Source: an optimization exercise on an open RTL-to-GDS flow (aim: small area). Production flows keep margins and buffers that such runs may drop.
Where RTL was checked, it was by simulation tests only, not by an equivalence proof against the original.

willow:
==> module vga640x480, before the edit <==
module vga640x480(
	input wire clk,			 
	input wire rst,			 
	input wire dclk,		 
	input wire btns,
	input wire btnu,
	input wire btnd,
	input wire btnl,
	input wire btnr,
	output wire hsync,		 
	output wire vsync,		 
	output wire [2:0] red,	 
	output wire [2:0] green,  
	output wire [1:0] blue	 
	);
reg [3:0] konami;
reg [2:0] winner;         
reg [1:0] currentPlayer;  
reg [3:0] cursor;
reg [31:0] board;         
wire [1:0] b0  = board[1:0];
wire [1:0] b1  = board[3:2];
wire [1:0] b2  = board[5:4];
wire [1:0] b3  = board[7:6];
wire [1:0] b4  = board[9:8];
wire [1:0] b5  = board[11:10];
wire [1:0] b6  = board[13:12];
wire [1:0] b7  = board[15:14];
wire [1:0] b8  = board[17:16];
wire [1:0] b9  = board[19:18];
wire [1:0] b10 = board[21:20];
wire [1:0] b11 = board[23:22];
wire [1:0] b12 = board[25:24];
wire [1:0] b13 = board[27:26];
wire [1:0] b14 = board[29:28];
wire [1:0] b15 = board[31:30];
wire r0 = b0  != 0 & b0  == b1  & b1  == b2  & b2  == b3;
wire r1 = b4  != 0 & b4  == b5  & b5  == b6  & b6  == b7;
wire r2 = b8  != 0 & b8  == b9  & b9  == b10 & b10 == b11;
wire r3 = b12 != 0 & b12 == b13 & b13 == b14 & b14 == b15;
wire c0 = b0 != 0 & b0 == b4 & b4 == b8  & b8  == b12;
wire c1 = b1 != 0 & b1 == b5 & b5 == b9  & b9  == b13;
wire c2 = b2 != 0 & b2 == b6 & b6 == b10 & b10 == b14;
wire c3 = b3 != 0 & b3 == b7 & b7 == b11 & b11 == b15;
wire d0 = b0 != 0 & b0 == b5 & b5 == b10 & b10 == b15;
wire d1 = b3 != 0 & b3 == b6 & b6 == b9  & b9  == b11;
wire line = r0 | r1 | r2 | r3 | c0 | c1 | c2 | c3 | d0 | d1;
wire full = b0 != 0 & b1 != 0 & b2 != 0 & b3 != 0 & b4 != 0 & b5 != 0 & b6 != 0 & b7 != 0
          & b8 != 0 & b9 != 0 & b10 != 0 & b11 != 0 & b12 != 0 & b13 != 0 & b14 != 0 & b15 != 0;
wire [1:0] nextPlayer = (currentPlayer == 2'd3) ? 2'd1 : currentPlayer + 2'd1;
wire fs, fu, fd, fl, fr;
debounce DS(.clk(clk), .rst(rst), .dclk(dclk), .btn(btns), .fire(fs));
debounce DU(.clk(clk), .rst(rst), .dclk(dclk), .btn(btnu), .fire(fu));
debounce DD(.clk(clk), .rst(rst), .dclk(dclk), .btn(btnd), .fire(fd));
debounce DL(.clk(clk), .rst(rst), .dclk(dclk), .btn(btnl), .fire(fl));
debounce DR(.clk(clk), .rst(rst), .dclk(dclk), .btn(btnr), .fire(fr));
integer i;
always @(posedge clk) begin
	if (rst) begin
		konami <= 0;
		winner <= 0;
		currentPlayer <= 1;
		cursor <= 0;
		board <= 0;
	end
	else begin
		if (fs) begin
			if (winner != 0) begin
				konami <= 0;
				winner <= 0;
				currentPlayer <= 1;
				cursor <= 0;
				board <= 0;
			end
			else begin
				currentPlayer <= nextPlayer;
				if (konami == 8)
					winner <= {1'b0, currentPlayer};
				else begin
					for (i = 0; i < 16; i = i + 1)
						if (cursor == i && board[2*i +: 2] == 2'd0)
							board[2*i +: 2] <= currentPlayer;
					if (line)
						winner <= {1'b0, currentPlayer};
					else if (full)
						winner <= 3'd4;
				end
			end
		end
		if (fu) begin
			if (cursor[3:2] != 2'd0) cursor <= cursor - 4'd4;
			konami <= (konami == 0 | konami == 1) ? konami + 4'd1 : 4'd0;
		end
		if (fd) begin
			if (cursor[3:2] != 2'd3) cursor <= cursor + 4'd4;
			konami <= (konami == 2 | konami == 3) ? konami + 4'd1 : 4'd0;
		end
		if (fl) begin
			if (cursor[1:0] != 2'd0) cursor <= cursor - 4'd1;
			konami <= (konami == 4 | konami == 6) ? konami + 4'd1 : 4'd0;
		end
		if (fr) begin
			if (cursor[1:0] != 2'd3) cursor <= cursor + 4'd1;
			konami <= (konami == 5 | konami == 7) ? konami + 4'd1 : 4'd0;
		end
	end
end
reg [2:0] hcol;
reg [7:0] hpos;
reg [2:0] vrow;
reg [6:0] vpos;
wire hEnd = (hpos == 8'd159);
wire lineEnd = hcol[2] & (hpos == 8'd15);            
wire vEnd = vrow[2] ? (vpos == 7'd40) : (vpos == 7'd119);
wire hStep = dclk;
wire hWrap = dclk & hEnd;
wire vStep = dclk & lineEnd;
wire vWrap = vStep & vEnd;
always @(posedge clk)
begin
	if (rst) begin
		hcol <= 3'd4;
		hpos <= 8'd16;
		vrow <= 3'd4;
		vpos <= 7'd10;
	end
	else begin
		hpos <= hWrap ? 8'd0 : hpos + {7'd0, hStep};
		hcol <= (hWrap & hcol[2]) ? 3'd0 : hcol + {2'd0, hWrap};
		vpos <= vWrap ? 7'd0 : vpos + {6'd0, vStep};
		vrow <= (vWrap & vrow[2]) ? 3'd0 : vrow + {2'd0, vWrap};
	end
end
assign hsync = ~(hcol[2] & hpos >= 8'd16 & hpos < 8'd112);
assign vsync = ~(vrow[2] & (vpos == 7'd10 | vpos == 7'd11));
wire grid = (hcol[1:0] != 2'd0 & hpos < 8'd5) | (vrow[1:0] != 2'd0 & vpos < 7'd5);
wire lit = ~hcol[2] & ~vrow[2] & ~grid;
wire curHit = hcol[1:0] == cursor[1:0] & vrow[1:0] == cursor[3:2]
            & hpos >= 8'd75 & hpos < 8'd85 & vpos >= 7'd55 & vpos < 7'd65;
wire [1:0] cellv = board[{vrow[1:0], hcol[1:0], 1'b0} +: 2];
reg R, G, B;
always @(*)
begin
	if (winner != 0) begin
		R = winner == 3'd2;
		G = winner == 3'd3;
		B = winner == 3'd1;
	end
	else if (curHit) begin
		R = 1'b1;
		G = 1'b1;
		B = 1'b1;
	end
	else begin
		R = cellv == 2'd1;
		G = cellv == 2'd2;
		B = cellv == 2'd3;
	end
end
assign red   = {R & lit, R & lit, lit};
assign green = {G & lit, G & lit, lit};
assign blue  = {B & lit, lit};
endmodule
==> flow/config.mk <==
export PLATFORM = sky130hd
export DESIGN_NAME = NERP_demo_top
export DESIGN_NICKNAME = NERP_demo_top
export VERILOG_FILES = /design/flow/design.v
export SDC_FILE = /design/flow/constraint.sdc
export NUM_CORES = 4
export LEC_CHECK = 0
export CAP_MARGIN = 20
export CORE_MARGIN = 2
export CORE_UTILIZATION = 65
export SLEW_MARGIN = 20
==> flow/constraint.sdc <==
create_clock -name core_clock -period 10.0 [get_ports {clk}]
set_input_delay 2.0000 -clock core_clock [delete_from_list [all_inputs] [get_ports {clk}]]
set_output_delay 2.0000 -clock core_clock [all_outputs]
set_load 0.01 [all_outputs]
standard.sh (not shown) runs the stock make flow with config.mk's settings and CLKGATE_MAP_FILE= SYNTH_SCRIPT=/design/flow/synth_recipe.tcl, a recipe that flattens the netlist after the stock synthesis.
==> flow/flow/run.sh <==
#!/bin/bash
# The standard layout (standard.sh), with these changes:
# - synthesis: synth_recipe.tcl unchanged, but its final ABC mapping is
#   replaced by the smallest of several area-oriented ABC runs
#   (flow/abc_pick.tcl, flow/area_s*.abc);
# - clock tree: TritonCTS with clkbuf_8 only and no dummy loads;
# - port buffers: buf_1.
# Each tool's output goes to standard.log here and to ORFS's own logs
# under orfs/logs.
set -euo pipefail
HERE=$(pwd)
printf 'source %s\nsource %s\n' "$HERE/flow/abc_pick.tcl" "$HERE/synth_recipe.tcl" > "$HERE/synth_area.tcl"
export ABC_SCRIPTS="$HERE/flow/area_s0.abc $HERE/flow/area_s2.abc $HERE/flow/area_s5.abc $HERE/flow/area_s10.abc"
bash standard.sh \
  "SYNTH_SCRIPT=$HERE/synth_area.tcl" \
  "CTS_ARGS=-sink_clustering_enable -repair_clock_nets -dont_use_dummy_load -buf_list sky130_fd_sc_hd__clkbuf_8" \
  "BUFFER_PORTS_ARGS=-buffer_cell sky130_fd_sc_hd__buf_1" \
  finish > standard.log 2>&1
==> flow/flow/abc_pick.tcl <==
# Sourced before synth_recipe.tcl: the final technology mapping runs ABC once
# with each script in ABC_SCRIPTS (area-oriented: deep AIG restructuring
# with different random seeds, then area-first mapping) and keeps the
# smallest result. Only the combinational logic changes; the flip-flops are
# mapped before this step and keep their cells and names.
proc abc {args} {
  set i [lsearch $args -script]
  set j [lsearch $args -liberty]
  set lib [lindex $args [expr {$j + 1}]]
  yosys design -save pre_abc
  set best 1e18
  set k 0
  foreach script $::env(ABC_SCRIPTS) {
    yosys design -load pre_abc
    lset args [expr {$i + 1}] $script
    yosys abc {*}$args
    set rpt [yosys tee -q -s result.string stat -liberty $lib]
    set area 1e18
    regexp {Chip area for module [^:]*:\s*([0-9.eE+-]+)} $rpt -> area
    puts "ABC candidate $k ($script): area $area"
    if {$area < $best} {
      set best $area
      yosys design -save best_abc
    }
    incr k
  }
  yosys design -load best_abc
  puts "ABC best area $best"
}
==> flow/flow/area_s0.abc <==
strash
&get -n
&deepsyn -T 15 -S 0
&dch -f
&nf -R 1000
&put
topo
stime -c
==> flow/flow/area_s10.abc <==
strash
&get -n
&deepsyn -T 15 -S 10
&dch -f
&nf -R 1000
&put
topo
stime -c
==> flow/flow/area_s2.abc <==
strash
&get -n
&deepsyn -T 15 -S 2
&dch -f
&nf -R 1000
&put
topo
stime -c
==> flow/flow/area_s5.abc <==
strash
&get -n
&deepsyn -T 15 -S 5
&dch -f
&nf -R 1000
&put
topo
stime -c
The inputs of onyx differ from those of willow as listed below.
-- flow/design.v --
<<< willow, line 125
wire full = b0 != 0 & b1 != 0 & b2 != 0 & b3 != 0 & b4 != 0 & b5 != 0 & b6 != 0 & b7 != 0
          & b8 != 0 & b9 != 0 & b10 != 0 & b11 != 0 & b12 != 0 & b13 != 0 & b14 != 0 & b15 != 0;
wire [1:0] nextPlayer = (currentPlayer == 2'd3) ? 2'd1 : currentPlayer + 2'd1;
wire fs, fu, fd, fl, fr;
debounce DS(.clk(clk), .rst(rst), .dclk(dclk), .btn(btns), .fire(fs));
>>> onyx, line 125
wire full = b0 != 0 & b1 != 0 & b2 != 0 & b3 != 0 & b4 != 0 & b5 != 0 & b6 != 0 & b7 != 0
          & b8 != 0 & b9 != 0 & b10 != 0 & b11 != 0 & b12 != 0 & b13 != 0 & b14 != 0 & b15 != 0;
wire [1:0] nextPlayer = {~(currentPlayer[1] & currentPlayer[0]), currentPlayer[1]};
wire fs, fu, fd, fl, fr;
debounce DS(.clk(clk), .rst(rst), .dclk(dclk), .btn(btns), .fire(fs));
<<< willow, line 152
			else begin
				currentPlayer <= nextPlayer;
				if (konami == 8)
					winner <= {1'b0, currentPlayer};
				else begin
>>> onyx, line 152
			else begin
				currentPlayer <= nextPlayer;
				if (konami[3])   
					winner <= {1'b0, currentPlayer};
				else begin
<<< willow, line 166
		end
		if (fu) begin
			if (cursor[3:2] != 2'd0) cursor <= cursor - 4'd4;
			konami <= (konami == 0 | konami == 1) ? konami + 4'd1 : 4'd0;
		end
		if (fd) begin
			if (cursor[3:2] != 2'd3) cursor <= cursor + 4'd4;
			konami <= (konami == 2 | konami == 3) ? konami + 4'd1 : 4'd0;
		end
		if (fl) begin
			if (cursor[1:0] != 2'd0) cursor <= cursor - 4'd1;
			konami <= (konami == 4 | konami == 6) ? konami + 4'd1 : 4'd0;
		end
		if (fr) begin
			if (cursor[1:0] != 2'd3) cursor <= cursor + 4'd1;
			konami <= (konami == 5 | konami == 7) ? konami + 4'd1 : 4'd0;
		end
	end
>>> onyx, line 166
		end
		if (fu) begin
			if (cursor[3:2] != 2'd0) begin
				cursor[3:2] <= cursor[3:2] - 2'd1;
				cursor[1:0] <= cursor[1:0];
			end
			konami <= (konami[3:1] == 3'd0) ? konami + 4'd1 : 4'd0;
		end
		if (fd) begin
			if (cursor[3:2] != 2'd3) begin
				cursor[3:2] <= cursor[3:2] + 2'd1;
				cursor[1:0] <= cursor[1:0];
			end
			konami <= (konami[3:1] == 3'd1) ? konami + 4'd1 : 4'd0;
		end
		if (fl) begin
			if (cursor[1:0] != 2'd0) begin
				cursor[1:0] <= cursor[1:0] - 2'd1;
				cursor[3:2] <= cursor[3:2];
			end
			konami <= (konami[2] & ~konami[0]) ? konami + 4'd1 : 4'd0;
		end
		if (fr) begin
			if (cursor[1:0] != 2'd3) begin
				cursor[1:0] <= cursor[1:0] + 2'd1;
				cursor[3:2] <= cursor[3:2];
			end
			konami <= (konami[2] & konami[0]) ? konami + 4'd1 : 4'd0;
		end
	end
<<< willow, line 187
reg [2:0] vrow;
reg [6:0] vpos;
wire hEnd = (hpos == 8'd159);
wire lineEnd = hcol[2] & (hpos == 8'd15);            
wire vEnd = vrow[2] ? (vpos == 7'd40) : (vpos == 7'd119);
wire hStep = dclk;
wire hWrap = dclk & hEnd;
>>> onyx, line 199
reg [2:0] vrow;
reg [6:0] vpos;
wire hEnd = hpos[7] & (&hpos[4:0]);                 
wire lineEnd = hcol[2] & (hpos == 8'd15);            
wire vEnd = vrow[2] ? (vpos[5] & vpos[3]) : (vpos[6] & vpos[5] & vpos[4] & vpos[2] & vpos[1] & vpos[0]);
wire hStep = dclk;
wire hWrap = dclk & hEnd;
<<< willow, line 210
end
assign hsync = ~(hcol[2] & hpos >= 8'd16 & hpos < 8'd112);
assign vsync = ~(vrow[2] & (vpos == 7'd10 | vpos == 7'd11));
wire grid = (hcol[1:0] != 2'd0 & hpos < 8'd5) | (vrow[1:0] != 2'd0 & vpos < 7'd5);
wire lit = ~hcol[2] & ~vrow[2] & ~grid;
>>> onyx, line 222
end
assign hsync = ~(hcol[2] & hpos >= 8'd16 & hpos < 8'd112);
assign vsync = ~(vrow[2] & (vpos[5:1] == 5'd5));   
wire grid = (hcol[1:0] != 2'd0 & hpos < 8'd5) | (vrow[1:0] != 2'd0 & vpos < 7'd5);
wire lit = ~hcol[2] & ~vrow[2] & ~grid;
<<< willow, line 220
begin
	if (winner != 0) begin
		R = winner == 3'd2;
		G = winner == 3'd3;
		B = winner == 3'd1;
	end
	else if (curHit) begin
>>> onyx, line 232
begin
	if (winner != 0) begin
		R = winner[1] & ~winner[0];
		G = winner[1] & winner[0];
		B = ~winner[1] & winner[0];
	end
	else if (curHit) begin
### Flow results
- Share of final layout cell area taken by clock buffers and inverters across willow and onyx: no real change.
- In the tables for willow and onyx, number of instances in the placed design reads lower with onyx.
- Route | onyx vs willow | wire shorter in onyx
- Run comparison: onyx critical path startpoint U3.vrow[0]; willow critical path startpoint U3.hcol[1]
- Between willow and onyx, actual slew at the worst max-slew pin increased.
- Going from willow to onyx, sequential cell count has remained practically unchanged; non-clock buffer total of the final layout went down 1; routability-driven placement congestion ratio now sits at about the same level.
Only the layout flow was run in willow; the RTL was not checked for function there.

==> port drivers added, routing unchanged <==
The flow's constraints put no driver on any port. The routed layouts listed below were extracted and timed again, unchanged, in two steps.
Step 1 assumes that a clkbuf_16 drives the clock port and a buf_2 every other input.
Step 2 times the ports against the registers' clock, not the clock port: input delays grow and output delays shrink by t, the midpoint of the rising clock arrivals with the driver on.
Three values: ideal, step 1, step 2; two values: the first two.
run	t (ns)	setup slack, ns	worst setup path at the end	clock arrival spread, ns
willow	0.463	5.304 / 5.270 / 5.733	register to output	0.039 / 0.039
onyx	0.445	5.298 / 5.265 / 5.364	input to register	0.038 / 0.038
After both steps every run listed still meets setup and hold.
